From an optimization exercise on the open Yosys and OpenROAD flow, aimed at small area; shortcuts taken in it are not production practice.
In this exercise RTL edits were held to simulation tests only and were not proved equivalent to the original.
Power is estimated from default activity; no workload was simulated.

## quartz
// I2C_Master
module I2C_Master (
input	wire [7:0] _Data_in,
input	wire [7:0] _Reg_addr,
input	wire [6:0] _Dev_addr,
input	wire	   clk,rst,_RW_sel,
input	wire	 _SDA_in,
output	reg	 	 SDA_out,
output	reg	 	 SCL_out
);
reg [7:0] Data_in;
reg [7:0] Reg_addr;
reg [6:0] Dev_addr;
reg       RW_sel;
reg [5:0] b;
reg [2:0] u;
reg       SDA_in;
wire [2:0] j = b[2:0];
wire idle = (b[5] & ~b[4] & ~b[3] & ~b[0]) | (b[5] & ~b[4] & ~b[3] & ~u[2] & ~u[0]) | (b[5] & ~b[4] & ~b[3] & ~u[2] & ~u[1]);
wire selSCL = (b[5] & ~b[4] & ~b[3] & ~b[0]) | (~RW_sel & ~b[5] & b[1] & b[0]) | (~b[5] & b[3] & b[2] & b[0]) | (b[5] & ~b[4] & ~b[3] & ~u[2] & ~u[0]) | (b[5] & ~b[4] & ~b[3] & ~u[2] & ~u[1]);
wire sel1 = (~b[5] & b[3] & b[2] & ~b[0]) | (RW_sel & ~b[4] & ~b[3] & ~b[2] & b[1] & ~b[0]);
wire selR = (RW_sel & b[4] & b[3] & ~b[2] & b[1] & ~b[0]);
wire gDEV1 = (b[5] & ~b[4] & ~b[2]) | (b[5] & ~b[4] & ~b[1]) | (b[5] & ~b[4] & b[3] & ~b[0]);
wire gREG = (b[4] & ~b[3] & b[0]) | (b[4] & ~b[3] & b[2]) | (b[4] & ~b[3] & b[1]) | (b[4] & b[3] & ~b[2] & ~b[1] & ~b[0]);
wire gWR = (~RW_sel & b[4] & b[3] & b[2]) | (~RW_sel & ~b[5] & ~b[4] & ~b[1]) | (~RW_sel & b[4] & b[3] & b[1]);
wire gDEV2 = (RW_sel & b[4] & b[3] & b[2]) | (RW_sel & ~b[4] & ~b[3] & ~b[2] & ~b[1]) | (RW_sel & b[4] & b[3] & b[1] & b[0]);
wire A = (b[5] & ~b[4]) | (b[4] & ~b[3] & ~b[2] & ~b[1] & ~b[0]) | (b[5] & b[3] & ~b[2] & ~b[1] & b[0]) | (RW_sel & ~b[4] & ~b[3] & ~b[2]);
wire stop_end = (~RW_sel & ~b[5] & b[1] & b[0] & u[2]) | (~b[5] & b[3] & b[2] & b[0] & u[2]);
wire holdR = (~b[5] & b[4]) | (~b[5] & b[3] & b[2]) | (~RW_sel & ~b[5] & b[1]) | (RW_sel & b[5] & b[3] & b[1]);
wire jumpc = (b[5] & b[3] & ~b[2] & ~b[1] & ~b[0] & u[2] & u[1] & u[0]);
wire sample = (~b[5] & ~b[3] & b[2]) | (~b[5] & ~b[4] & b[3] & ~b[2]) | (b[4] & ~b[3] & ~b[2] & ~b[1] & ~b[0]) | (b[5] & b[4] & b[3] & ~b[2] & ~b[1] & b[0]) | (RW_sel & ~b[5] & b[1] & b[0]);
wire [7:0] dev1 = {1'b0, Dev_addr[0], Dev_addr[1], Dev_addr[2], Dev_addr[3], Dev_addr[4], Dev_addr[5], Dev_addr[6]};
wire [7:0] regv = {Reg_addr[1], Reg_addr[2], Reg_addr[3], Reg_addr[4], Reg_addr[5], Reg_addr[6], Reg_addr[7], Reg_addr[0]};
  ...
For scale: ~36 flip-flops, about 29 I/O pins, roughly 1800 um2 of cells after synthesis.
export LEC_CHECK = 0
export ABC_AREA = 1
export CAP_MARGIN = 20
export CORE_MARGIN = 2
export CORE_UTILIZATION = 40
export SLEW_MARGIN = 20
create_clock -name core_clock -period 5.0 [get_ports {clk}]
standard.sh (not shown) runs the stock make flow with config.mk's settings and CLKGATE_MAP_FILE= SYNTH_SCRIPT=/design/flow/synth_recipe.tcl, a recipe that flattens the netlist after the stock synthesis.
==> flow/flow/run.sh <==
#!/bin/bash
# Own layout flow: the standard ORFS flow with three changes.
#  - port buffers use the smallest buffer (buf_1) instead of the default pick
#  - after floorplan every logic cell is swapped to its smallest drive
#    strength (repair_design / repair_timing upsize again where needed)
#  - CTS inserts no dummy load cells
# Each tool's full output stays in orfs/logs; this script's own output goes
# to run.log in the work folder.
set -euo pipefail
W=$(pwd)
exec > "$W/run.log" 2>&1
export BUFFER_PORTS_ARGS="-buffer_cell sky130_fd_sc_hd__buf_1"
export CTS_ARGS="-sink_clustering_enable -repair_clock_nets -dont_use_dummy_load"
export POST_FLOORPLAN_TCL="$W/flow/downsize.tcl"
bash standard.sh finish
==> flow/flow/downsize.tcl <==
# Swap every combinational cell to the smallest-area cell with the same
# function (same base name, other drive strength). Timing repair later in
# the flow upsizes again where it must.
proc my_downsize {} {
  set dont_use {}
  if {[info exists ::env(DONT_USE_CELLS)]} { set dont_use $::env(DONT_USE_CELLS) }
  set block [ord::get_db_block]
  set n 0
  foreach inst [$block getInsts] {
    set m [[$inst getMaster] getName]
    if {![regexp {^(sky130_fd_sc_hd__[a-z0-9]+)_([0-9]+)$} $m -> base sz]} { continue }
    if {[regexp {__(df|edf|sdf|sed|dl|tap|fill|decap|conb|clk|lpflow|probe|diode)} $base]} { continue }
    set best $m
    set cur [get_lib_cells -quiet */$m]
    if {$cur eq ""} { continue }
    set besta [get_property $cur area]
    foreach s {0 1 2 3 4 6 8 12 16} {
      set cand ${base}_$s
      if {$cand eq $m || [lsearch -exact $dont_use $cand] >= 0} { continue }
      set lc [get_lib_cells -quiet */$cand]
      if {$lc eq ""} { continue }
      set a [get_property $lc area]
      if {$a < $besta} { set best $cand; set besta $a }
    }
    if {$best ne $m} {
      replace_cell [$inst getName] $best
      incr n
    }
  }
  puts "my_downsize: resized $n instances"
}
my_downsize
Every stage of the flow completed for quartz, and the final layout passed the timing, design-rule and antenna checks.
[inputs] zinc vs quartz
--- a/flow/flow/run.sh
+++ b/flow/flow/run.sh
@@ -12,3 +12,3 @@
 export BUFFER_PORTS_ARGS="-buffer_cell sky130_fd_sc_hd__buf_1"
-export CTS_ARGS="-sink_clustering_enable -repair_clock_nets -dont_use_dummy_load"
+export CTS_ARGS="-sink_clustering_enable -repair_clock_nets -dont_use_dummy_load -buf_list sky130_fd_sc_hd__clkbuf_4 -root_buf sky130_fd_sc_hd__clkbuf_4"
 export POST_FLOORPLAN_TCL="$W/flow/downsize.tcl"
Findings:
- met3 wirelength from detailed routing in zinc is about 10% higher than in quartz
- As of zinc, wire length on met1 had fallen slightly compared to quartz.
- The worst hold margin reported for zinc is greater than that of quartz by 0.0065 ns.
- Wire: zinc routes less than quartz
- As far as final clock period utilization by the worst path is concerned, zinc and quartz perform about the same.
- Of quartz and zinc, quartz shows the higher areal power density over the cells, with zinc below it.

[static timing again, ports no longer ideal]
How much do the figures lean on ideal ports? The routed layouts below were timed once more, with nothing changed but the port constraints.
Step 1: set_driving_cell puts a clkbuf_16 on clk and a buf_2 on each other input, an assumption about the parent block.
Step 2 adds t to the input delays and takes it off the output delays; t is the mean of the earliest and latest rising clock arrival at the registers after step 1. Input paths then give back, and output paths get back, about the clock's delay inside the block.
Three values: no drivers, after step 1, after step 2; two values: the first two.
run | shift t [ns] | setup WS [ns] | worst setup path at the end
quartz | 0.302 | 3.087 / 3.087 / 3.087 | register to register
zinc | 0.348 | 3.094 / 3.094 / 3.094 | register to register
After both steps every run listed still meets setup and hold.
